Context: an optimization exercise on an open-source flow, tuned for small area, a short achievable clock period and few clock cycles. The choices shown serve that exercise and are no tape-out recipe. At most, simulation tests tie the RTL to the original design; equivalence was not proved. No functional check of the RTL was part of runs 2 to 4.

==> design/flow/design.v <==
`timescale 1ns / 1ps
module half_adder(
    input A,B,
    output C,S
    );
assign C = A & B;
assign S = A ^ B;  
endmodule
module full_adder(
    input A,B,CI,
    output CO,S
    );
wire half_adder1_s,half_adder1_c;
wire half_adder2_s,half_adder2_c;
(* dont_touch *) half_adder half_adder1(A,B,half_adder1_c,half_adder1_s);
(* dont_touch *) half_adder half_adder2(CI,half_adder1_s,half_adder2_c,half_adder2_s);
assign CO = half_adder1_c | half_adder2_c;
assign S = half_adder2_s;
endmodule
module ripple_carry_adder(    
    input [3:0] A, B, 
    input CI,
    output CO, 
    output [3:0] S);
wire fac0, fac1, fac2;
(* dont_touch *) full_adder fa0(A[0],B[0],CI,fac0,S[0]);
(* dont_touch *) full_adder fa1(A[1],B[1],fac0,fac1,S[1]);
(* dont_touch *) full_adder fa2(A[2],B[2],fac1,fac2,S[2]);
(* dont_touch *) full_adder fa3(A[3],B[3],fac2,CO,S[3]);
endmodule
module parametric_RCA #(parameter SIZE = 8)
(   input [SIZE-1:0] A, B, 
    input CI,
    output CO, 
    output [SIZE-1:0] S);
    wire fac[SIZE-1:0]; 
    genvar i;
    generate
        for (i = 0; i < SIZE; i = i + 1) begin: generated_fa
            if (i==0) begin: test1
                (* dont_touch *) full_adder fa(A[i],B[i],CI,fac[i],S[i]); 
            end else
            if (i==SIZE-1) begin: test2
                (* dont_touch *) full_adder fa(A[i],B[i],fac[i-1],CO,S[i]); 
            end else
            (* dont_touch *) full_adder fa(A[i],B[i],fac[i-1],fac[i],S[i]);
        end
    endgenerate
endmodule
module CLA (   
    input [3:0] A, B, 
    input CI,
    output CO, 
    output [3:0] S);
wire p0,p1,p2,p3;
assign p0 = A[0] ^ B[0];
assign p1 = A[1] ^ B[1];
assign p2 = A[2] ^ B[2];
assign p3 = A[3] ^ B[3];
wire g0,g1,g2,g3;
assign g0 = A[0] & B[0];
assign g1 = A[1] & B[1];
assign g2 = A[2] & B[2];
assign g3 = A[3] & B[3];
wire c1,c2,c3;
assign c1 = g0 | (p0&CI);
assign c2 = g1 | (p1&g0) | (p1&p0&CI);
assign c3 = g2 | (p2&g1) | (p2&p1&g0) | (p2&p1&p0&CI);
assign CO = g3 | (p3&g2) | (p3&p2&g1) | (p3&p2&p1&g0) | (p3&p2&p1&p0&CI);
assign S[0] = p0 ^ CI;
assign S[1] = p1 ^ c1;
assign S[2] = p2 ^ c2;
assign S[3] = p3 ^ c3;
endmodule
module signed_RCA(    
    input [3:0] A, B, 
    input CI,
    output CO, 
    output [3:0] S);
wire fac0, fac1, fac2, fac3;
(* dont_touch *) full_adder fa0(A[0],B[0],CI,fac0,S[0]);
(* dont_touch *) full_adder fa1(A[1],B[1],fac0,fac1,S[1]);
(* dont_touch *) full_adder fa2(A[2],B[2],fac1,fac2,S[2]);
(* dont_touch *) full_adder fa3(A[3],B[3],fac2,fac3,S[3]);
assign CO = ((fac3 ^ fac2) & fac3) |(!(fac3 ^ fac2) & S[3]);
endmodule
`timescale 1ns / 1ps
module multiplier_behavioral(
    input clk, reset, start,
    input [7:0] a, b,
    output reg [15:0] m,
    output reg done
    );
    always @(posedge clk) begin
        if (reset) begin
            done <= 1'b0;
        end else begin
            if (start)
                m <= a * b;
            done <= start;
        end
    end
endmodule
`timescale 1ns / 1ps
module convolution(
    input [71:0] data_in,  
    input [71:0] kernel,  
    input clk, reset, start,
    output reg [23:0] result, 
    output reg done
    );
    wire [7:0] f11, f12, f13, f21, f22, f23, f31, f32, f33, 
               w11, w12, w13, w21, w22, w23, w31, w32, w33;
    assign f11 = data_in[7:0];
    assign f12 = data_in[15:8];
    assign f13 = data_in[23:16];
    assign f21 = data_in[31:24];
    assign f22 = data_in[39:32];
    assign f23 = data_in[47:40];
    assign f31 = data_in[55:48];
    assign f32 = data_in[63:56];
    assign f33 = data_in[71:64];
    assign w33 = kernel[7:0];
    assign w32 = kernel[15:8];
    assign w31 = kernel[23:16];
    assign w23 = kernel[31:24];
    assign w22 = kernel[39:32];
    assign w21 = kernel[47:40];
    assign w13 = kernel[55:48];
    assign w12 = kernel[63:56];
    assign w11 = kernel[71:64];
    reg started;
    wire mult_start = start & ~started;
    wire [15:0] m1,m2,m3,m4,m5,m6,m7,m8,m9;  
    wire done1,done2,done3,done4,done5,done6,done7,done8,done9; 
    multiplier_behavioral mult1(clk,reset,mult_start,f11,w33,m1,done1);
    multiplier_behavioral mult2(clk,reset,mult_start,f12,w32,m2,done2);
    multiplier_behavioral mult3(clk,reset,mult_start,f13,w31,m3,done3);
    multiplier_behavioral mult4(clk,reset,mult_start,f21,w23,m4,done4);
    multiplier_behavioral mult5(clk,reset,mult_start,f22,w22,m5,done5);
    multiplier_behavioral mult6(clk,reset,mult_start,f23,w21,m6,done6);
    multiplier_behavioral mult7(clk,reset,mult_start,f31,w13,m7,done7);
    multiplier_behavioral mult8(clk,reset,mult_start,f32,w12,m8,done8);
    multiplier_behavioral mult9(clk,reset,mult_start,f33,w11,m9,done9);
    wire CO1,CO2,CO3,CO4,CO5,CO6,CO7,CO8;
    wire [23:0] S1,S2,S3,S4,S5,S6,S7,resultTEMP;
    parametric_RCA #(24) rca1({8'd0,m1},{8'd0,m2},1'b0,CO1,S1);
    parametric_RCA #(24) rca2({8'd0,m3},{8'd0,m4},1'b0,CO2,S2);
    parametric_RCA #(24) rca3({8'd0,m5},{8'd0,m6},1'b0,CO3,S3);
    parametric_RCA #(24) rca4({8'd0,m7},{8'd0,m8},1'b0,CO4,S4);
    parametric_RCA #(24) rca5(S1,S2,1'b0,CO5,S5);
    parametric_RCA #(24) rca6(S3,S4,1'b0,CO6,S6);
    parametric_RCA #(24) rca7(S5,S6,1'b0,CO7,S7);
    parametric_RCA #(24) rca8(S7,{8'd0,m9},1'b0,CO8,resultTEMP);
    always @(posedge clk) begin
        if (reset) begin
            started <= 1'b0;
            done <= 1'b0;
        end else begin
            started <= start;
            done <= done1;
            if (done1)
                result <= resultTEMP;
        end
    end
endmodule
`timescale 1ns / 1ps
module conv_input_reg(
    input clk, rst, enable,
    input [7:0] data_in,
    output reg [71:0] data_out
    );
    reg extented_enable;
    always @(posedge clk) begin
        if (rst) begin
            extented_enable <= 1'b0;
        end else begin
            if(extented_enable)
                data_out <= {data_in, data_out[71:8]};  
            extented_enable <= enable;
        end
    end
endmodule
`timescale 1ns / 1ps
module controller_fsm(
    input clk,
    input rst,
    input done_conv,  
    input start,
    output shift_right,  
    output start_conv,  
    output [14:0] address,  
    output reg done  
    );
    reg [6:0] i,j;  
    reg [3:0] state_reg;
    reg [3:0] state_next;
    localparam [3:0]     
        IDLE = 4'd0,
        RP1 = 4'd1,
        RP2 = 4'd2,
        RP3 = 4'd3,
        RP4 = 4'd4,
        RP5 = 4'd5,
        RP6 = 4'd6,
        RP7 = 4'd7,
        RP8 = 4'd8,
        RP9 = 4'd9,
        LOAD = 4'd10,
        CONV = 4'd11,
        INCREASE_J = 4'd12,
        INCREASE_I = 4'd13;
    reg [1:0] di, dj;
    always @(*) begin
        case (state_reg)
            RP1: begin di = 2'd0; dj = 2'd0; end
            RP2: begin di = 2'd0; dj = 2'd1; end
            RP3: begin di = 2'd0; dj = 2'd2; end
            RP4: begin di = 2'd1; dj = 2'd0; end
            RP5: begin di = 2'd1; dj = 2'd1; end
            RP6: begin di = 2'd1; dj = 2'd2; end
            RP7: begin di = 2'd2; dj = 2'd0; end
            RP8: begin di = 2'd2; dj = 2'd1; end
            RP9: begin di = 2'd2; dj = 2'd2; end
            default: begin di = 2'd0; dj = 2'd0; end
        endcase
    end
    assign address = 15'd130 * ({8'd0, i} + {13'd0, di}) + ({8'd0, j} + {13'd0, dj});
    assign shift_right = (state_reg >= RP1) && (state_reg <= RP9);
    assign start_conv = (state_reg == CONV);
    always @(*) begin
        state_next = state_reg;
        case(state_reg)
            IDLE: if(start) state_next = RP1;
            RP1: state_next = RP2;
            RP2: state_next = RP3;
            RP3: state_next = RP4;
            RP4: state_next = RP5;
            RP5: state_next = RP6;
            RP6: state_next = RP7;
            RP7: state_next = RP8;
            RP8: state_next = RP9;
            RP9: state_next = LOAD;
            LOAD: state_next = CONV;
            CONV: if(done_conv) state_next = INCREASE_J;
            INCREASE_J: if(j==7'd127) state_next = INCREASE_I;
                        else state_next = RP1;
            INCREASE_I: if(i==7'd127) state_next = IDLE;
                        else state_next = RP1;
            default: state_next = IDLE;
        endcase
    end
    always @(posedge clk) begin
        if (rst) begin
            state_reg <= IDLE;
            i <= 7'd0;
            j <= 7'd0;
            done <= 1'b0;
        end else begin
            state_reg <= state_next;
            case(state_reg)
                IDLE: if(start) begin
                          done <= 1'b0;
                          i <= 7'd0;
                          j <= 7'd0;
                      end
                INCREASE_J: if(j != 7'd127) j <= j + 7'd1;
                INCREASE_I: if(i == 7'd127) done <= 1'b1;
                            else begin
                                j <= 7'd0;
                                i <= i + 7'd1;
                            end
                default: ;
            endcase
        end
    end
endmodule
`timescale 1ns / 1ps
module conv2d_engine(
    input clk,
    input rst,                  
    input start,                
    input [71:0] kernel,        
    output mem_rd,              
    output [14:0] mem_addr,     
    input [7:0] mem_rdata,      
    output [23:0] result,       
    output result_valid,        
    output done                 
    );
    wire done_conv;
    wire shift_right;
    wire start_conv;
    wire [71:0] data_out_conv_input_reg;
    controller_fsm ctrl_fsm1(
        .clk(clk),
        .rst(rst),
        .done_conv(done_conv),
        .start(start),
        .shift_right(shift_right),
        .start_conv(start_conv),
        .address(mem_addr),
        .done(done)
    );
    assign mem_rd = shift_right;
    conv_input_reg conv_input_organizer(
        .clk(clk),
        .rst(rst),
        .enable(shift_right),
        .data_in(mem_rdata),
        .data_out(data_out_conv_input_reg)
    );
    convolution conv2d(
        .data_in(data_out_conv_input_reg),
        .kernel(kernel),
        .clk(clk),
        .reset(rst),
        .start(start_conv),
        .result(result),
        .done(done_conv)
    );
    assign result_valid = done_conv;
endmodule
==> design/flow/run.sh <==
#!/bin/bash
# synth_recipe.tcl (not shown) runs the flow's synth.tcl, then flattens the netlist and writes it again
# the make line also repeats each setting of config.mk as NAME=value (left out here)
make -C /OpenROAD-flow-scripts/flow DESIGN_CONFIG=/design/flow/config.mk WORK_HOME=/design/flow/orfs CLKGATE_MAP_FILE= SYNTH_SCRIPT=/design/flow/synth_recipe.tcl finish
==> design/flow/config.mk <==
export PLATFORM = sky130hd
export DESIGN_NAME = conv2d_engine
export DESIGN_NICKNAME = conv2d_engine
export VERILOG_FILES = /design/flow/design.v
export SDC_FILE = /design/flow/constraint.sdc
export NUM_CORES = 4
export LEC_CHECK = 0
export CAP_MARGIN = 20
export CORE_MARGIN = 2
export CORE_UTILIZATION = 40
export SLEW_MARGIN = 20
==> design/flow/constraint.sdc <==
create_clock -name core_clock -period 11.0 [get_ports {clk}]
set_input_delay 2.2000 -clock core_clock [delete_from_list [all_inputs] [get_ports {clk}]]
set_output_delay 2.2000 -clock core_clock [all_outputs]
set_load 0.01 [all_outputs]
==> Implementation_results.wiki, run 1 <==
{| class="wikitable"
! Metric !! Value
|-
| Slew Limit Headroom || about a third
|-
| Commonest non-fill, non-tap cell in the layout || sky130_fd_sc_hd__inv_1
|-
| Required time at the endpoint of the critical path || around 11 ns
|-
| Total standard cell area after synthesis || 30700 sq um
|-
| Ordered cell list for the critical path || ha_1 > fa_1 > fa_1 > fa_1 > fa_1 > fa_1 > fa_1 > fa_1 > fa_1 > inv_1 > fa_1 > inv_1 > fa_1 > fa_1 > fa_1 > fa_1 > fa_1 > fa_1 > fa_1 > fa_1 > fa_1 > fa_1 > ha_1 > ha_1
|-
| Final Hold Vio Count || 0
|-
| Registers with the most flip-flops || conv_input_organizer.data_out (72), conv2d.result (20)
|-
| Run status || timing/DRC/antenna clean
|-
| Maximum number of pins on one net before global-route repair || a little under 80
|-
| Share of final-layout standard cells stronger than drive strength 1 || roughly 2.4%
|-
| I/O pins || roughly 130
|-
| Startpoint-to-endpoint class of the critical path || reg2reg
|-
| Number of buffers inserted during clock tree synthesis || 35
|-
| Setup repair after global routing missed its margin || no
|-
| Top_reg_cell synth || sky130_fd_sc_hd__edfxtp_1
|-
| Final Skew || about 0.02 ns
|-
| Clock sink count || between 200 and 300
|-
| H-tree depth reported by CTS || 2
|-
| Ratio of routed vias to standard cells || 4.88
|-
| Rows || just over 100
|-
| Accumulated negative setup slack || 0 ns
|-
| Via count of the first global-routing pass || approximately 21000
|-
| Number of diodes added for antenna fixing || 0
|-
| Cell variety after synth || between 60 and 70
|-
| Achievable Freq || 96.6 MHz
|-
| Max FFs per register || 72
|-
| Number of nets in the layout || about 4000
|-
| Startpoint kind of the worst setup timing path || register
|-
| Overall via count from detail_route || slightly above 20000
|-
| Worst skew pair latency || between 0.5 and 0.6 ns
|-
| Number of instances resized during post-cts repair || 0
|-
| Remaining number of nets flagged by the antenna check after routing || 0
|-
| Register name with the most flops || conv_input_organizer.data_out
|-
| Worst-path cell with the longest stage delay || sky130_fd_sc_hd__fa_1
|-
| Mean Syn Cell Area || between 10 and 15 sq um
|-
| Average wire per cell in the routed design || 16.9 microns
|-
| Clk Tree Root Cell || sky130_fd_sc_hd__clkbuf_16
|-
| Cell family contributing the most delay on the critical path || adder cells
|-
| Top library cells by usage in the layout, fill and taps aside || sky130_fd_sc_hd__inv_1, sky130_fd_sc_hd__fa_1, sky130_fd_sc_hd__ha_1, sky130_fd_sc_hd__and2_1, sky130_fd_sc_hd__nand2_1
|-
| Global-route wire length before repair || about 120 mm
|-
| Total of hold buffers inserted after clock tree synthesis || 0
|-
| Placed cells || 4091
|-
| Area growth from synthesis to layout || 12.0%
|-
| Most numerous cell on the critical path || sky130_fd_sc_hd__fa_1
|-
| Placed wire-length estimate after detailed placement || 57.3 mm
|-
| Max Cap Viol || 0
|-
| Maximum clock insertion buffer count || 3
|-
| Clock period minus worst slack || between 10 and 15 ns
|-
| Count of yosys warnings during synthesis || 5
|-
| Chip Height || about 280 microns
|-
| Post-route fraction of the period consumed by the critical path || between 90 and 100%
|-
| Number of gates on the worst path with buffers counted || 24
|-
| Fraction of the yosys area taken by sequential cells || approximately a quarter
|-
| Cells on Worst Hold Path || 1
|-
| Count of unresolved DRC violations after routing || 0
|-
| Overall die area || 79000 sq um
|-
| Clock tree from TritonCTS || done
|-
| Worst-path fanout max || 1
|-
| DRT Wirelength || between 70 and 80 mm
|-
| Initial core utilization || 40.4%
|-
| Initial antenna violation count || 2
|-
| Data arrival at the endpoint of the critical path || ~11 ns
|-
| Bufs and invs on worst path || 2
|-
| Worst Max-Slew Pin Slew || between 1 and 1.5 ns
|-
| Final hold slack || 0.455 ns
|-
| Class of the worst hold path || reg2reg
|-
| Fraction of registers with async set/reset || 0%
|-
| CP endpoint kind || register
|-
| Final setup viols || 0
|-
| Worst-path clk slew || roughly 0.060 ns
|-
| Number of detailed-route iterations in the first pass || 5
|-
| Non-Filler Instances || slightly above 4000
|-
| Maximum single-stage delay on the critical path || 0.55 ns
|-
| Total routing resource utilization after global routing || between 10% and 20%
|-
| Port Buf Inserts || 120
|-
| Die outline width || roughly 280 microns
|-
| Routability congestion estimate || 0.819
|-
| Number of synthesized register bits || roughly 260
|-
| Number of cells on the worst reg-to-reg path || 24
|-
| Final Max Slew Viols || 0
|-
| Number of synthesized flops with an enable pin || roughly 240
|-
| Post-CTS setup repair buffer count || 0
|-
| Gate Count Post-Synth || between 2000 and 3000
|-
| DRC violation total after the first TritonRoute iteration || between 900 and 1000
|-
| Remaining global-route overflow || 0
|-
| Placeable Area || about 76000 sq um
|}
==> layer usage <==
| layer | global-route usage [%] | part of all wire [%] |
|---|---|---|
| met4 | 5.72 | 3.0 |
| met3 | 3.23 | 5.0 |
| met5 | 0 | 0.018 |
| met2 | 31.2 | 48 |
| met1 | 25.2 | 44 |
==> cell families (layout without fill, tap and decap cells) <==
kind of cell / after synthesis / after routing / synth area share, %
AND/OR/NAND/NOR: 872 / 872 / 14.4
XOR/XNOR: 108 / 108 / 3.08
other: 1 / 4 / 0.0122
buffers and inverters: 630 / 800 / 7.76
multiplexers: 5 / 5 / 0.163
flip-flops: 263 / 263 / 24.8
AO/OA/AOI/OAI: 269 / 269 / 5.88
adder cells (fa/ha/maj): 804 / 804 / 43.8
==> Yosys cell counts (29+ instances only) <==
library cell / number / area, sq um
sky130_fd_sc_hd__xor2_1: 32 / 280
sky130_fd_sc_hd__and2_1: 341 / 2130
sky130_fd_sc_hd__ha_1: 352 / 4400
sky130_fd_sc_hd__o21ai_0: 29 / 145
sky130_fd_sc_hd__a21oi_1: 60 / 300
sky130_fd_sc_hd__nand2_1: 286 / 1070
sky130_fd_sc_hd__inv_1: 610 / 2290
sky130_fd_sc_hd__fa_1: 452 / 9050
sky130_fd_sc_hd__edfxtp_1: 236 / 7090
sky130_fd_sc_hd__o21ai_1: 29 / 145
sky130_fd_sc_hd__nor2_1: 97 / 364
sky130_fd_sc_hd__nor3_1: 32 / 160
sky130_fd_sc_hd__xnor2_1: 76 / 666
==> stage by stage <==
stage / setup WS (ns) / utilization (%) / instance area [sq um]
after floorplan: 0.0550 / - / 30700
after global placement: 0.707 / 43.7 / 33200
after detailed placement: 0.586 / 43.7 / 33200
after CTS: 0.580 / 45.3 / 34400
after global routing: 0.186 / 45.3 / 34400
final: 0.653 / 45.3 / 34400
==> worst register-to-register path, delay by kind of cell, from the launching register on <==
kind / cells / cell delay [ns]
fa+ha+maj: 22 / 9.65
buf+inv: 2 / 0.11
flops: 1 / 0.37
==> area by class of cell <==
cell class | instances | area (sq um)
clock buffers | 41 | 920
clock inverters | 23 | 302
fillers | 7212 | 41500
inverters | 611 | 2290
multi-input cells | 2062 | 20700
flip-flops and latches | 263 | 7630
well taps | 1030 | 1290
repair buffers | 125 | 1240
==> final timing paths <==
check,start,to,slack [ns]
worst max-delay path,conv2d.mult2.m[0],conv2d.result[18],0.65
worst min-delay path,conv2d.mult1.done,conv2d.done,0.45
worst max register to register,conv2d.mult2.m[0],conv2d.result[18],0.65
worst min register to register,conv2d.mult1.done,conv2d.done,0.45
Testbench counts, summed over its fixed seeds: cycles 1,836,040.
==> inputs of run 2 (changes only) <==
==> design/flow/design.v (replaced) <==
`timescale 1ns / 1ps
module convolution(
    input clk,
    input [7:0] pix,            
    input [71:0] kernel,
    input [1:0] ph1,            
    input [1:0] ph3,
    input v3,
    output [19:0] sum
    );
    reg [7:0] px;
    reg [7:0] w0, w1, w2;
    always @(posedge clk) begin
        px <= pix;
        case (ph1)
            2'd0: begin w0 <= kernel[7:0];   w1 <= kernel[15:8];  w2 <= kernel[23:16]; end
            2'd1: begin w0 <= kernel[31:24]; w1 <= kernel[39:32]; w2 <= kernel[47:40]; end
            default: begin w0 <= kernel[55:48]; w1 <= kernel[63:56]; w2 <= kernel[71:64]; end
        endcase
    end
    reg [15:0] p0, p1, p2;
    always @(posedge clk) begin
        p0 <= px * w0;
        p1 <= px * w1;
        p2 <= px * w2;
    end
    reg [17:0] s0;
    reg [18:0] s1;
    reg [19:0] s2;
    wire first = (ph3 == 2'd0);
    always @(posedge clk) begin
        if (v3) begin
            s0 <= (first ? 18'd0 : s0) + p0;
            s1 <= (first ? {1'b0, s0} : s1) + p1;
            s2 <= (first ? {1'b0, s1} : s2) + p2;
        end
    end
    assign sum = s2;
endmodule
`timescale 1ns / 1ps
module controller_fsm(
    input clk,
    input rst,
    input start,
    output reg rd,
    output reg [14:0] addr,
    output [1:0] ph1,           
    output [1:0] ph3,           
    output v3,                  
    output out3,                
    output last3,               
    output reg result_valid,
    output reg done
    );
    reg [1:0] ph;               
    reg [7:0] col;              
    reg [6:0] row;              
    wire col_end = (col == 8'd129);
    wire last_rd = col_end && (row == 7'd127) && (ph == 2'd2);
    reg [4:0] st1, st2, st3;
    wire [4:0] st0 = {rd, ph, (col >= 8'd2), last_rd};
    always @(posedge clk) begin
        if (rst) begin
            rd <= 1'b0;
            done <= 1'b0;
            result_valid <= 1'b0;
            st1 <= 5'd0; st2 <= 5'd0; st3 <= 5'd0;
        end else begin
            st1 <= rd ? st0 : 5'd0;
            st2 <= st1;
            st3 <= st2;
            result_valid <= st3[4] && st3[1] && (st3[3:2] == 2'd2);
            if (start) begin
                rd <= 1'b1;
                done <= 1'b0;
            end else begin
                if (rd && last_rd) rd <= 1'b0;
                if (st3[4] && st3[0]) done <= 1'b1;
            end
        end
    end
    always @(posedge clk) begin
        if (start) begin
            addr <= 15'd0;
            ph <= 2'd0;
            col <= 8'd0;
            row <= 7'd0;
        end else if (rd) begin
            if (ph == 2'd2) begin
                ph <= 2'd0;
                addr <= addr - 15'd259;
                col <= col_end ? 8'd0 : col + 8'd1;
                if (col_end) row <= row + 7'd1;
            end else begin
                ph <= ph + 2'd1;
                addr <= addr + 15'd130;
            end
        end
    end
    assign ph1 = st1[3:2];
    assign ph3 = st3[3:2];
    assign v3 = st3[4];
    assign out3 = st3[1];
    assign last3 = st3[0];
endmodule
`timescale 1ns / 1ps
module conv2d_engine(
    input clk,
    input rst,                  
    input start,                
    input [71:0] kernel,        
    output mem_rd,              
    output [14:0] mem_addr,     
    input [7:0] mem_rdata,      
    output [23:0] result,       
    output result_valid,        
    output done                 
    );
    wire [1:0]  ph1, ph3;
    wire        v3, out3, last3;
    wire [19:0] sum;
    controller_fsm ctrl(
        .clk(clk), .rst(rst), .start(start),
        .rd(mem_rd), .addr(mem_addr),
        .ph1(ph1), .ph3(ph3), .v3(v3), .out3(out3), .last3(last3),
        .result_valid(result_valid), .done(done)
    );
    convolution conv(
        .clk(clk), .pix(mem_rdata), .kernel(kernel),
        .ph1(ph1), .ph3(ph3), .v3(v3), .sum(sum)
    );
    assign result = {4'd0, sum};
endmodule
==> run 2 against run 1 <==
  * Count of clock-buffer cells in the layout fell by 24
  * Critical path depth fell by 8
  * Sequential cell count fell by 76
  * Utilization rose by 1.2 points
  * Cell area fell by 49%
  * Sequential share of layout area rose by 2.5 points
  * Synthesized cell count fell by 46%
==> Implementation_results.wiki, run 2 <==
{| class="wikitable"
! Metric !! Value
|-
| Setup repair after global routing missed its margin || no
|-
| Post-CTS setup repair buffer count || 0
|-
| Most frequent cells after synthesis || sky130_fd_sc_hd__inv_1, sky130_fd_sc_hd__ha_1, sky130_fd_sc_hd__and2_1
|-
| Die outline width || 199 microns
|-
| Fraction of the yosys area taken by sequential cells || about 28%
|-
| Run status || timing/DRC/antenna clean
|-
| Hold Crit Start || ctrl.st2[3]
|-
| Most frequent cell after synthesis || sky130_fd_sc_hd__inv_1
|-
| Registers with the most flip-flops || conv.s2 (20), conv.s1 (19), conv.s0 (18)
|-
| Cell type with the highest aggregate area in the netlist || sky130_fd_sc_hd__dfxtp_1
|-
| Maximum single-stage delay on the critical path || 0.86 ns
|-
| Rows || 71
|-
| Maximum clock insertion buffer count || 2
|-
| CP endpoint kind || register
|-
| Clock period minus worst slack || ~5.1 ns
|-
| Clock sink count || 187
|-
| Hold Path End || ctrl.st3[3]
|-
| Total standard cell area after synthesis || between 15000 and 20000 sq um
|-
| Final Skew || roughly 0.020 ns
|-
| Mean Syn Cell Area || ~9.6 sq um
|-
| End of the worst register-to-register path || conv.p2[15]
|-
| Maximum number of pins on one net before global-route repair || 56
|-
| Startpoint kind of the worst setup timing path || register
|-
| Max FFs per register || 20
|-
| Average wire per cell in the routed design || 14.9 microns
|-
| Worst Max-Slew Pin Slew || between 0.9 and 1 ns
|-
| Number of nets in the layout || 2049
|-
| Post-route fraction of the period consumed by the critical path || 46.5%
|-
| Worst-path cell with the longest stage delay || sky130_fd_sc_hd__dfxtp_1
|-
| Worst reg2reg path startpoint || conv.px[3]
|-
| DRT Wirelength || around 33 mm
|-
| Class of the worst hold path || reg2reg
|-
| Share of the synthesized area in the top cell type || between 10% and 20%
|-
| Top_reg_cell synth || sky130_fd_sc_hd__dfxtp_1
|-
| Via count of the first global-routing pass || 11000
|-
| Startpoint-to-endpoint class of the critical path || reg2reg
|-
| Number of synthesized flops with an enable pin || 57
|-
| Worst-path fanout max || 24
|-
| Placeable Area || approximately 38000 sq um
|-
| Final Max Slew Viols || 0
|-
| Remaining global-route overflow || 0
|-
| Number of buffers inserted during clock tree synthesis || 17
|-
| Clock tree from TritonCTS || done
|-
| Placed wire-length estimate after detailed placement || 25.7 mm
|-
| Number of instances resized during post-cts repair || 0
|-
| Commonest non-fill, non-tap cell in the layout || sky130_fd_sc_hd__inv_1
|-
| Biggest area contributors in the synthesized netlist || sky130_fd_sc_hd__dfxtp_1, sky130_fd_sc_hd__fa_1, sky130_fd_sc_hd__ha_1, sky130_fd_sc_hd__edfxtp_1, sky130_fd_sc_hd__and2_1
|-
| Share of final-layout standard cells stronger than drive strength 1 || between 5 and 6%
|-
| Accumulated negative setup slack || 0 ns
|-
| Slew Limit Headroom || 39.3%
|-
| Number of synthesized register bits || approximately 190
|-
| Reg2reg setup slack || between 5 and 6 ns
|-
| DRC violation total after the first TritonRoute iteration || 510
|-
| Final Hold Vio Count || 0
|-
| Total routing resource utilization after global routing || between 10% and 20%
|-
| Clk Tree Root Cell || sky130_fd_sc_hd__clkbuf_16
|-
| Fraction of registers with async set/reset || 0%
|-
| Ratio of routed vias to standard cells || about 5
|-
| Number of detailed-route iterations in the first pass || 5
|-
| Overall via count from detail_route || between 10000 and 15000
|-
| Register name with the most flops || conv.s2
|-
| Area growth from synthesis to layout || 14.7%
|-
| Data arrival at the endpoint of the critical path || around 5.5 ns
|-
| Worst skew pair latency || between 0.4 and 0.5 ns
|-
| Total of hold buffers inserted after clock tree synthesis || 0
|-
| I/O pins || about 130
|-
| Global-route wire length before repair || approximately 55 mm
|-
| Initial antenna violation count || 5
|-
| Worst-path clk slew || ~0.080 ns
|-
| Cells on Worst Hold Path || 1
|-
| Most numerous cell on the critical path || sky130_fd_sc_hd__fa_1
|-
| Gate Count Post-Synth || between 1500 and 2000
|-
| Count of yosys warnings during synthesis || 2
|-
| Top library cells by usage in the layout, fill and taps aside || sky130_fd_sc_hd__inv_1, sky130_fd_sc_hd__ha_1, sky130_fd_sc_hd__and2_1, sky130_fd_sc_hd__dfxtp_1, sky130_fd_sc_hd__clkdlybuf4s50_1
|-
| Count of unresolved DRC violations after routing || 0
|-
| Chip Height || approximately 200 microns
|-
| Achievable Freq || 196 MHz
|-
| Max Cap Viol || 0
|-
| Initial core utilization || 40.5%
|-
| Port Buf Inserts || 120
|-
| Final hold slack || 0.440 ns
|-
| Remaining number of nets flagged by the antenna check after routing || 0
|-
| H-tree depth reported by CTS || 4
|-
| Ordered cell list for the critical path || nand2_1 > fa_1 > fa_1 > inv_1 > fa_1 > inv_1 > fa_1 > inv_1 > ha_1 > o21a_1 > o31a_1 > o211ai_1 > a21oi_1 > a2111oi_1 > a21oi_1 > xnor2_1
|-
| Routability congestion estimate || approximately 0.83
|-
| Overall die area || between 30000 and 40000 sq um
|-
| Number of cells on the worst reg-to-reg path || 16
|-
| Required time at the endpoint of the critical path || between 10 and 15 ns
|-
| Final setup viols || 0
|-
| Cell variety after synth || 71
|}
[run 2: changes by cell type in the layout (fill, tap and decap cells not counted), moves of 32 or more]
cell                       before  now
sky130_fd_sc_hd__nand2_1      286  117
sky130_fd_sc_hd__and2_1       341  162
sky130_fd_sc_hd__ha_1         352  163
sky130_fd_sc_hd__o21ai_0       29   69
sky130_fd_sc_hd__fa_1         452  111
sky130_fd_sc_hd__edfxtp_1     236   57
sky130_fd_sc_hd__mux2_2         0   32
sky130_fd_sc_hd__dfxtp_1       27  129
sky130_fd_sc_hd__inv_1        610  179
[run 2: routing by layer]
layer / GRT usage [%] / part of all wire, % / up-vias
li1: - / - / 5510
met1: 24.1 / 48 / 5237
met2: 28.4 / 45 / 227
met3: 3.78 / 5.1 / 31
met4: 4.62 / 1.6 / 4
met5: 0 / 0.052 / -
[run 2: worst max path at each step]
stage / start / endpoint / slack (ns) / depth (start not counted)
finish: conv.px[3] / conv.p2[15] / 5.89 / 16
global route: conv.px[0] / conv.p0[15] / 5.54 / 16
CTS: conv.px[0] / conv.p0[15] / 5.83 / 16
detailed placement: conv.px[0] / conv.p0[15] / 5.86 / 16
global placement: conv.px[0] / conv.p2[15] / 5.99 / 16
floorplan: conv.px[0] / conv.p0[15] / 6.45 / 17
[run 2: critical path: cells and delay by family, from the launching register on]
kind                       cells  cell delay, ns
adders and majority gates      5            2.41
AOI/OAI and AO/OA              6            1.22
DFF                            1            0.86
and+or+nand+nor                1            0.19
xor gates and xnor gates       1            0.17
buffers and inverters          3            0.15
[run 2: stage by stage]
step | instance area, sq um | cells | setup slack, ns | utilization, %
5_1_grt | 17500 | 2216 | 5.54 | 46.4
3_5_place_dp | 16900 | 2184 | 5.86 | 44.9
2_1_floorplan | 15200 | 1595 | 6.45 | -
6_report | 17500 | 2217 | 5.89 | 46.5
4_1_cts | 17500 | 2216 | 5.83 | 46.5
3_3_place_gp | 16900 | 2184 | 5.99 | 44.9
[run 2: cell families (layout without fill, tap and decap cells)]
| logic type | after synthesis | in the layout | synth area share (%) |
|---|---|---|---|
| DFF | 187 | 187 | 28.4 |
| adders and majority gates | 274 | 274 | 28.0 |
| xor gates and xnor gates | 101 | 101 | 5.81 |
| buffers and inverters | 227 | 337 | 6.09 |
| and+or+nand+nor | 492 | 492 | 17.2 |
| muxes | 63 | 63 | 4.41 |
| AOI/OAI and AO/OA | 247 | 247 | 10.1 |
| other | 1 | 5 | 0.0246 |
[run 2: cell type report]
cell class,count,area (sq um)
multi-input combinational,1181,9990
antenna,1,2.50
clock buffer,17,425
tap,511,639
timing repair buffer,126,1240
inverter,179,672
sequential,187,4320
clock inverter,15,166
fill,3639,20100
==> inputs of run 3 (changes only) <==
==> design/flow/design.v (replaced) <==
`timescale 1ns / 1ps
module convolution(
    input clk,
    input [7:0] pix,            
    input [71:0] kernel,
    input [1:0] ph,             
    output [19:0] sum
    );
    reg [7:0] px;
    reg [7:0] w0, w1, w2;
    always @(posedge clk) begin
        px <= pix;
        case (ph)
            2'd1: begin w0 <= kernel[7:0];   w1 <= kernel[15:8];  w2 <= kernel[23:16]; end
            2'd2: begin w0 <= kernel[31:24]; w1 <= kernel[39:32]; w2 <= kernel[47:40]; end
            default: begin w0 <= kernel[55:48]; w1 <= kernel[63:56]; w2 <= kernel[71:64]; end
        endcase
    end
    reg [11:0] a0, a1, a2, b0, b1, b2;
    always @(posedge clk) begin
        a0 <= px * w0[3:0];
        b0 <= px * w0[7:4];
        a1 <= px * w1[3:0];
        b1 <= px * w1[7:4];
        a2 <= px * w2[3:0];
        b2 <= px * w2[7:4];
    end
    wire first = (ph == 2'd0);
    reg [17:0] s0;
    reg [18:0] s1;
    reg [19:0] s2;
    always @(posedge clk) begin
        s0 <= (first ? 18'd0 : s0) + a0 + {b0, 4'd0};
        s1 <= (first ? {1'b0, s0} : s1) + a1 + {b1, 4'd0};
        s2 <= (first ? {1'b0, s1} : s2) + a2 + {b2, 4'd0};
    end
    assign sum = s2;
endmodule
`timescale 1ns / 1ps
module controller_fsm(
    input clk,
    input rst,
    input start,
    output reg rd,
    output reg [14:0] addr,
    output reg [1:0] ph,
    output reg result_valid,
    output reg done
    );
    reg [7:0] col;              
    wire col_end = (col == 8'd129);
    wire last_rd = (addr == 15'd16899);
    reg o1, o2, o3, l1, l2, l3;         
    always @(posedge clk) begin
        if (rst) begin
            rd <= 1'b0;
            done <= 1'b0;
            result_valid <= 1'b0;
            o1 <= 1'b0; o2 <= 1'b0; o3 <= 1'b0; l1 <= 1'b0; l2 <= 1'b0; l3 <= 1'b0;
        end else begin
            o1 <= rd && (ph == 2'd2) && (col[7:1] != 7'd0);
            l1 <= rd && last_rd;
            o2 <= o1;
            l2 <= l1;
            o3 <= o2;
            l3 <= l2;
            result_valid <= o3;
            if (start) begin
                rd <= 1'b1;
                done <= 1'b0;
            end else begin
                if (last_rd) rd <= 1'b0;
                if (l3) done <= 1'b1;
            end
        end
    end
    always @(posedge clk) begin
        if (start) begin
            addr <= 15'd0;
            ph <= 2'd0;
            col <= 8'd0;
        end else begin
            ph <= (ph == 2'd2) ? 2'd0 : ph + 2'd1;
            if (ph == 2'd2) begin
                addr <= addr - 15'd259;
                col <= col_end ? 8'd0 : col + 8'd1;
            end else begin
                addr <= addr + 15'd130;
            end
        end
    end
endmodule
`timescale 1ns / 1ps
module conv2d_engine(
    input clk,
    input rst,                  
    input start,                
    input [71:0] kernel,        
    output mem_rd,              
    output [14:0] mem_addr,     
    input [7:0] mem_rdata,      
    output [23:0] result,       
    output result_valid,        
    output done                 
    );
    wire [1:0]  ph;
    wire [19:0] sum;
    controller_fsm ctrl(
        .clk(clk), .rst(rst), .start(start),
        .rd(mem_rd), .addr(mem_addr), .ph(ph),
        .result_valid(result_valid), .done(done)
    );
    convolution conv(
        .clk(clk), .pix(mem_rdata), .kernel(kernel), .ph(ph), .sum(sum)
    );
    assign result = {4'd0, sum};
endmodule
==> run 3 against run 2 <==
  * Cell count rose by 0.68%
  * Die area fell by 2.4%
  * Clock skew fell by 0.0085 ns
  * Wire length fell by 0.26%
  * Critical endpoint is now conv.s2[12]
  * Largest cell class unchanged
==> Implementation_results.wiki, run 3 <==
{| class="wikitable"
! Metric !! Value
|-
| Run status || timing/DRC/antenna clean
|-
| Accumulated negative setup slack || 0 ns
|-
| Startpoint-to-endpoint class of the critical path || reg2reg
|-
| Top library cells by usage in the layout, fill and taps aside || sky130_fd_sc_hd__inv_1, sky130_fd_sc_hd__dfxtp_1, sky130_fd_sc_hd__ha_1, sky130_fd_sc_hd__and2_1, sky130_fd_sc_hd__clkdlybuf4s50_1
|-
| Die outline width || 197 microns
|-
| Initial core utilization || just over 40%
|-
| Global-route wire length before repair || 54.8 mm
|-
| Final Skew || between 0.01 and 0.015 ns
|-
| Clk Tree Root Cell || sky130_fd_sc_hd__clkbuf_16
|-
| Worst reg2reg path startpoint || ctrl.ph[0]
|-
| Post-route fraction of the period consumed by the critical path || a little over a third
|-
| Clock tree from TritonCTS || done
|-
| Most frequent cells after synthesis || sky130_fd_sc_hd__inv_1, sky130_fd_sc_hd__dfxtp_1, sky130_fd_sc_hd__ha_1
|-
| Total routing resource utilization after global routing || 17.6%
|-
| Final Cell Area || 17100 sq um
|-
| Register name with the most flops || conv.s2
|-
| Number of nets in the layout || about 2100
|-
| Max FFs per register || 20
|-
| Area growth from synthesis to layout || 15.2%
|-
| I/O pins || about 130
|-
| Final Max Slew Viols || 0
|-
| Chip Height || roughly 200 microns
|-
| Area of placed instances || approximately 16000 sq um
|-
| H-tree depth reported by CTS || 4
|-
| Registers with the most flip-flops || conv.s2 (20), conv.s1 (19), conv.s0 (18)
|-
| Worst skew pair latency || between 0.4 and 0.5 ns
|-
| Ratio of routed vias to standard cells || about 5.0
|-
| Count of yosys warnings during synthesis || 2
|-
| Total of hold buffers inserted after clock tree synthesis || 0
|-
| Average wire per cell in the routed design || approximately 15 microns
|-
| DRT Wirelength || around 33 mm
|-
| Rows || 70
|-
| Clock sink count || ~200
|-
| Biggest area contributors in the synthesized netlist || sky130_fd_sc_hd__dfxtp_1, sky130_fd_sc_hd__ha_1, sky130_fd_sc_hd__fa_1, sky130_fd_sc_hd__and2_1, sky130_fd_sc_hd__inv_1
|-
| Number of cells on the worst reg-to-reg path || 12
|-
| DRC violation total after the first TritonRoute iteration || 520
|-
| Via count of the first global-routing pass || between 10000 and 15000
|-
| Worst-path clk slew || ~0.08 ns
|-
| CP Launch Point || ctrl.ph[0]
|-
| Top_reg_cell synth || sky130_fd_sc_hd__dfxtp_1
|-
| Number of diodes added for antenna fixing || 0
|-
| Data arrival at the endpoint of the critical path || roughly 4.4 ns
|-
| CP endpoint kind || register
|-
| Share of final-layout standard cells stronger than drive strength 1 || between 4 and 5%
|-
| Class of the worst hold path || reg2reg
|-
| Worst Max-Slew Pin Slew || 0.939 ns
|-
| Placed wire-length estimate after detailed placement || 26.2 mm
|-
| Number of synthesized flops with an enable pin || 0
|-
| Maximum clock insertion buffer count || 2
|-
| Required time at the endpoint of the critical path || between 10 and 15 ns
|-
| Cell variety after synth || 68
|-
| Post-CTS setup repair buffer count || 0
|-
| Max Cap Viol || 0
|-
| Reg2reg setup slack || ~7.0 ns
|-
| Overall die area || 38700 sq um
|-
| Count of unresolved DRC violations after routing || 0
|-
| Setup repair after global routing missed its margin || no
|-
| Initial antenna violation count || 1
|-
| Fraction of the yosys area taken by sequential cells || 26.3%
|-
| Achievable Freq || about 250 MHz
|-
| Number of detailed-route iterations in the first pass || 5
|-
| Critical Path Sink || conv.s2[12]
|-
| Routability congestion estimate || between 0.8 and 0.9
|-
| Number of instances resized during post-cts repair || 0
|-
| Startpoint kind of the worst setup timing path || register
|-
| Number of synthesized register bits || just under 200
|-
| Placeable Area || ~37000 sq um
|-
| Overall via count from detail_route || approximately 11000
|-
| Remaining number of nets flagged by the antenna check after routing || 0
|-
| Mean Syn Cell Area || around 9 sq um
|-
| Clock period minus worst slack || 4.01 ns
|-
| Final Hold Vio Count || 0
|-
| Gate Count Post-Synth || ~1600
|-
| Fraction of registers with async set/reset || 0%
|-
| Total standard cell area after synthesis || roughly 15000 sq um
|-
| Worst-path fanout max || a little over 60
|-
| Port Buf Inserts || between 100 and 150
|-
| Number of buffers inserted during clock tree synthesis || 17
|-
| Slew Limit Headroom || a little under two fifths
|-
| Commonest non-fill, non-tap cell in the layout || sky130_fd_sc_hd__inv_1
|-
| End of the worst register-to-register path || conv.s2[12]
|-
| Maximum number of pins on one net before global-route repair || 62
|-
| Final setup viols || 0
|-
| Most frequent cell after synthesis || sky130_fd_sc_hd__inv_1
|-
| Share of the synthesized area in the top cell type || between 20% and 30%
|-
| Cell type with the highest aggregate area in the netlist || sky130_fd_sc_hd__dfxtp_1
|-
| Remaining global-route overflow || 0
|}
## run 3: per-layer routing
layer  global-route usage (%)  vias up  wire (microns)
met5                        0        -               0
met2                     29.3      198           14700
met4                     4.40        0             445
met1                     23.9     5189           16500
li1                         -     5696               -
met3                     2.86       26            1190
## run 3: stage by stage
step	hold slack (ns)	setup slack, ns	utilization (%)	std cells
after global placement	0.426	7.03	45.0	2200
after floorplan	0.414	7.07	-	1652
final	0.445	6.99	46.7	2232
after global routing	0.467	6.62	46.7	2232
after detailed placement	0.426	6.98	45.0	2200
after CTS	0.450	6.95	46.7	2232
## run 3: layout make-up
type	count	area (sq um)
Fill cell	3516	19500
Multi-Input combinational cell	1197	9950
Sequential cell	195	3900
Timing Repair Buffer	126	1250
Inverter	214	803
Tap cell	468	586
Clock buffer	20	467
Clock inverter	12	136
## run 3: kinds of logic after synthesis
logic type	count (synthesis)	synth area share, %
mux	39	2.82
other cells	1	0.0253
compound gates	272	12.2
buf+inv	260	6.74
fa+ha+maj	275	28.2
simple gates	508	17.9
xor+xnor	99	5.84
flops	195	26.3
## run 3: how the worst min path moves through the flow
stage,slack [ns],end,startpoint,cells past startpoint
floorplan,0.41,ctrl.l2,ctrl.l1,1
global placement,0.43,ctrl.l3,ctrl.l2,1
detailed placement,0.43,ctrl.result_valid,ctrl.o3,1
CTS,0.45,ctrl.o2,ctrl.o1,1
global route,0.47,ctrl.result_valid,ctrl.o3,1
finish,0.44,ctrl.o2,ctrl.o1,1
## run 3: worst max-delay path, cell delays in order (launching register included)
cell and delay [ns]:
sky130_fd_sc_hd__dfxtp_1 0.33, sky130_fd_sc_hd__inv_1 0.09, sky130_fd_sc_hd__ha_2 0.16, sky130_fd_sc_hd__buf_4 0.61, sky130_fd_sc_hd__mux2_2 0.42, sky130_fd_sc_hd__fa_1 0.44
sky130_fd_sc_hd__ha_1 0.37, sky130_fd_sc_hd__and3_1 0.20, sky130_fd_sc_hd__a211oi_1 0.44, sky130_fd_sc_hd__o211ai_1 0.17, sky130_fd_sc_hd__a21oi_1 0.29, sky130_fd_sc_hd__o21ai_0 0.14
sky130_fd_sc_hd__xor2_1 0.16
==> inputs of run 4 (changes only) <==
--- a/design/flow/config.mk
+++ b/design/flow/config.mk
@@ -9,3 +9,4 @@
 export CORE_MARGIN = 2
 export CORE_UTILIZATION = 40
+export SETUP_SLACK_MARGIN = 5
 export SLEW_MARGIN = 20
==> run 4 against run 3 <==
  * Sequential cell count unchanged
  * Die area unchanged
  * Clock skew unchanged
  * Worst setup slack unchanged
  * Count of clock-buffer cells in the layout unchanged
  * Critical path type unchanged
  * Cell area unchanged
  * Via count unchanged
  * First-iteration DRC count unchanged
  * Area after synthesis unchanged
  * Largest cell class unchanged
==> Implementation_results.wiki, run 4 <==
{| class="wikitable"
! Metric !! Value
|-
| Maximum number of pins on one net before global-route repair || just over 60
|-
| Class of the worst hold path || reg2reg
|-
| Run status || timing/DRC/antenna clean
|-
| Via count of the first global-routing pass || ~11000
|-
| Placed wire-length estimate after detailed placement || about 26 mm
|-
| Top_reg_cell synth || sky130_fd_sc_hd__dfxtp_1
|-
| DRT Wirelength || around 33 mm
|-
| Placeable Area || ~37000 sq um
|-
| Biggest area contributors in the synthesized netlist || sky130_fd_sc_hd__dfxtp_1, sky130_fd_sc_hd__ha_1, sky130_fd_sc_hd__fa_1, sky130_fd_sc_hd__and2_1, sky130_fd_sc_hd__inv_1
|-
| Commonest non-fill, non-tap cell in the layout || sky130_fd_sc_hd__inv_1
|-
| Rows || 70
|-
| H-tree depth reported by CTS || 4
|-
| Final setup viols || 0
|-
| Overall die area || 38700 sq um
|-
| Chip Height || between 150 and 200 microns
|-
| Number of buffers inserted during clock tree synthesis || 17
|-
| Global-route wire length before repair || 54.8 mm
|-
| Number of detailed-route iterations in the first pass || 5
|-
| Average wire per cell in the routed design || around 15 microns
|-
| Mean Syn Cell Area || about 9 sq um
|-
| Total of hold buffers inserted after clock tree synthesis || 0
|-
| Total routing resource utilization after global routing || about 18%
|-
| Achievable Freq || 249 MHz
|-
| Final Max Slew Viols || 0
|-
| Initial antenna violation count || 1
|-
| Number of instances resized during post-cts repair || 0
|-
| Die outline width || 197 microns
|-
| Worst Max-Slew Pin Slew || 0.939 ns
|-
| Setup repair after global routing missed its margin || no
|-
| Worst slack at placement || about 7 ns
|-
| Most frequent cells after synthesis || sky130_fd_sc_hd__inv_1, sky130_fd_sc_hd__dfxtp_1, sky130_fd_sc_hd__ha_1
|-
| Number of cells on the worst reg-to-reg path || 12
|-
| Remaining global-route overflow || 0
|-
| Ratio of routed vias to standard cells || about 5.0
|-
| Clock period minus worst slack || approximately 4 ns
|-
| Gate Count Post-Synth || 1649
|-
| Area growth from synthesis to layout || 15.2%
|-
| Final core area utilization || a little under half
|-
| Overall via count from detail_route || around 11000
|-
| Max Cap Viol || 0
|-
| Initial core utilization || a little over 40%
|-
| Max FFs per register || 20
|-
| Most frequent cell after synthesis || sky130_fd_sc_hd__inv_1
|-
| DRC violation total after the first TritonRoute iteration || 520
|-
| Required time at the endpoint of the critical path || about 11 ns
|-
| Share of final-layout standard cells stronger than drive strength 1 || 4.42%
|-
| Hold Crit Start || ctrl.o1
|-
| CP Launch Point || ctrl.ph[0]
|-
| Clock sink count || just under 200
|-
| Port Buf Inserts || 120
|-
| Placed cells || 2200
|-
| Number of nets in the layout || around 2100
|-
| Accumulated negative setup slack || 0 ns
|-
| Cell variety after synth || 68
|-
| Critical Path Sink || conv.s2[12]
|-
| Number of synthesized flops with an enable pin || 0
|-
| Clock tree from TritonCTS || done
|-
| I/O pins || roughly 130
|-
| Worst-path fanout max || between 60 and 70
|-
| Area of all sequential standard cells || 3900 sq um
|-
| Final Cell Area || between 15000 and 20000 sq um
|-
| Routability congestion estimate || 0.842
|-
| Maximum clock insertion buffer count || 2
|-
| Top library cells by usage in the layout, fill and taps aside || sky130_fd_sc_hd__inv_1, sky130_fd_sc_hd__dfxtp_1, sky130_fd_sc_hd__ha_1, sky130_fd_sc_hd__and2_1, sky130_fd_sc_hd__clkdlybuf4s50_1
|-
| Post-route fraction of the period consumed by the critical path || between 30% and 40%
|-
| Worst skew pair latency || around 0.46 ns
|-
| Final Skew || 0.0111 ns
|-
| Remaining number of nets flagged by the antenna check after routing || 0
|-
| Register name with the most flops || conv.s2
|-
| Final Hold Vio Count || 0
|-
| Number of diodes added for antenna fixing || 0
|-
| Final hold slack || 0.445 ns
|-
| Worst reg2reg path startpoint || ctrl.ph[0]
|-
| Clk Tree Root Cell || sky130_fd_sc_hd__clkbuf_16
|-
| End of the worst register-to-register path || conv.s2[12]
|-
| Slew Limit Headroom || between 30 and 40%
|-
| Count of yosys warnings during synthesis || 2
|-
| Data arrival at the endpoint of the critical path || approximately 4.4 ns
|-
| Combined area of the multi-input logic cells || a little under 10000 sq um
|-
| Area of placed instances || 16500 sq um
|-
| Startpoint kind of the worst setup timing path || register
|-
| Non-Filler Instances || about 2200
|-
| Total standard cell area after synthesis || approximately 15000 sq um
|-
| Reg2reg setup slack || approximately 7 ns
|-
| CP endpoint kind || register
|-
| Fraction of registers with async set/reset || 0%
|-
| Filler cell count in the final layout || around 3500
|-
| Number of synthesized register bits || between 150 and 200
|-
| Share of the synthesized area in the top cell type || a little over a quarter
|-
| Count of unresolved DRC violations after routing || 0
|-
| Post-CTS setup repair buffer count || 0
|-
| Registers with the most flip-flops || conv.s2 (20), conv.s1 (19), conv.s0 (18)
|-
| Post-route setup slack || 6.99 ns
|-
| Startpoint-to-endpoint class of the critical path || reg2reg
|-
| Cell type with the highest aggregate area in the netlist || sky130_fd_sc_hd__dfxtp_1
|-
| Fraction of the yosys area taken by sequential cells || a little over a quarter
|-
| Worst-path clk slew || around 0.080 ns
|}
## run 4: cell counts after synthesis
No cell type changed its count.
## run 4: critical path, stage by stage, from the launching register on
cell,delay [ns]
sky130_fd_sc_hd__dfxtp_1,0.33
sky130_fd_sc_hd__inv_1,0.09
sky130_fd_sc_hd__ha_2,0.16
sky130_fd_sc_hd__buf_4,0.61
sky130_fd_sc_hd__mux2_2,0.42
sky130_fd_sc_hd__fa_1,0.44
sky130_fd_sc_hd__ha_1,0.37
sky130_fd_sc_hd__and3_1,0.20
sky130_fd_sc_hd__a211oi_1,0.44
sky130_fd_sc_hd__o211ai_1,0.17
sky130_fd_sc_hd__a21oi_1,0.29
sky130_fd_sc_hd__o21ai_0,0.14
sky130_fd_sc_hd__xor2_1,0.16
## run 4: area by class of cell
cell class,count,area share [%]
Sequential cell,195,22.8
Clock buffer,20,2.73
Inverter,214,4.70
Tap cell,468,3.43
Multi-Input combinational cell,1197,58.2
Clock inverter,12,0.798
Timing Repair Buffer,126,7.29
## run 4: metal layers
layer / up-vias / routed length, microns / global-route usage, %
met4: 0 / 445 / 4.40
met2: 198 / 14700 / 29.3
met3: 26 / 1190 / 2.86
met5: - / 0 / 0
li1: 5696 / - / -
met1: 5189 / 16500 / 23.9
## run 4: worst min-delay path by stage
stage	endpoint	slack, ns	cells past startpoint
2_1_floorplan	ctrl.l2	0.41	1
3_3_place_gp	ctrl.l3	0.43	1
3_5_place_dp	ctrl.result_valid	0.43	1
4_1_cts	ctrl.o2	0.45	1
5_1_grt	ctrl.result_valid	0.47	1
6_report	ctrl.o2	0.44	1
## run 4: logic make-up after synthesis
group	synth area share [%]
compound gates	12.2
xor+xnor	5.84
fa+ha+maj	28.2
buf+inv	6.74
flops	26.3
mux	2.82
other cells	0.0253
simple gates	17.9

==> port drivers added, routing unchanged <==
In the flow no input, the clock included, has a driving cell. The finished layouts below were timed again as built, in two steps.
Step 1: set_driving_cell puts a clkbuf_16 on clk and a buf_2 on each other input, an assumption about the parent block.
Step 2 adds t to the input delays and takes it off the output delays; t is the mean of the earliest and latest rising clock arrival at the registers after step 1. Input paths then give back, and output paths get back, about the clock's delay inside the block.
a / b / c = no drivers / after step 1 / after step 2; a / b = the first two.
run | t (ns) | setup slack, ns | worst register clock-pin slew, ns
run 1 | 0.613 | 0.653 / 0.653 / 0.653 | 0.06 / 0.06
run 2 | 0.493 | 5.887 / 5.887 / 5.887 | 0.09 / 0.09
run 3 | 0.502 | 6.991 / 6.991 / 6.991 | 0.08 / 0.08
run 4 | 0.502 | 6.991 / 6.991 / 6.991 | 0.08 / 0.08
After both steps every run listed still meets setup and hold.
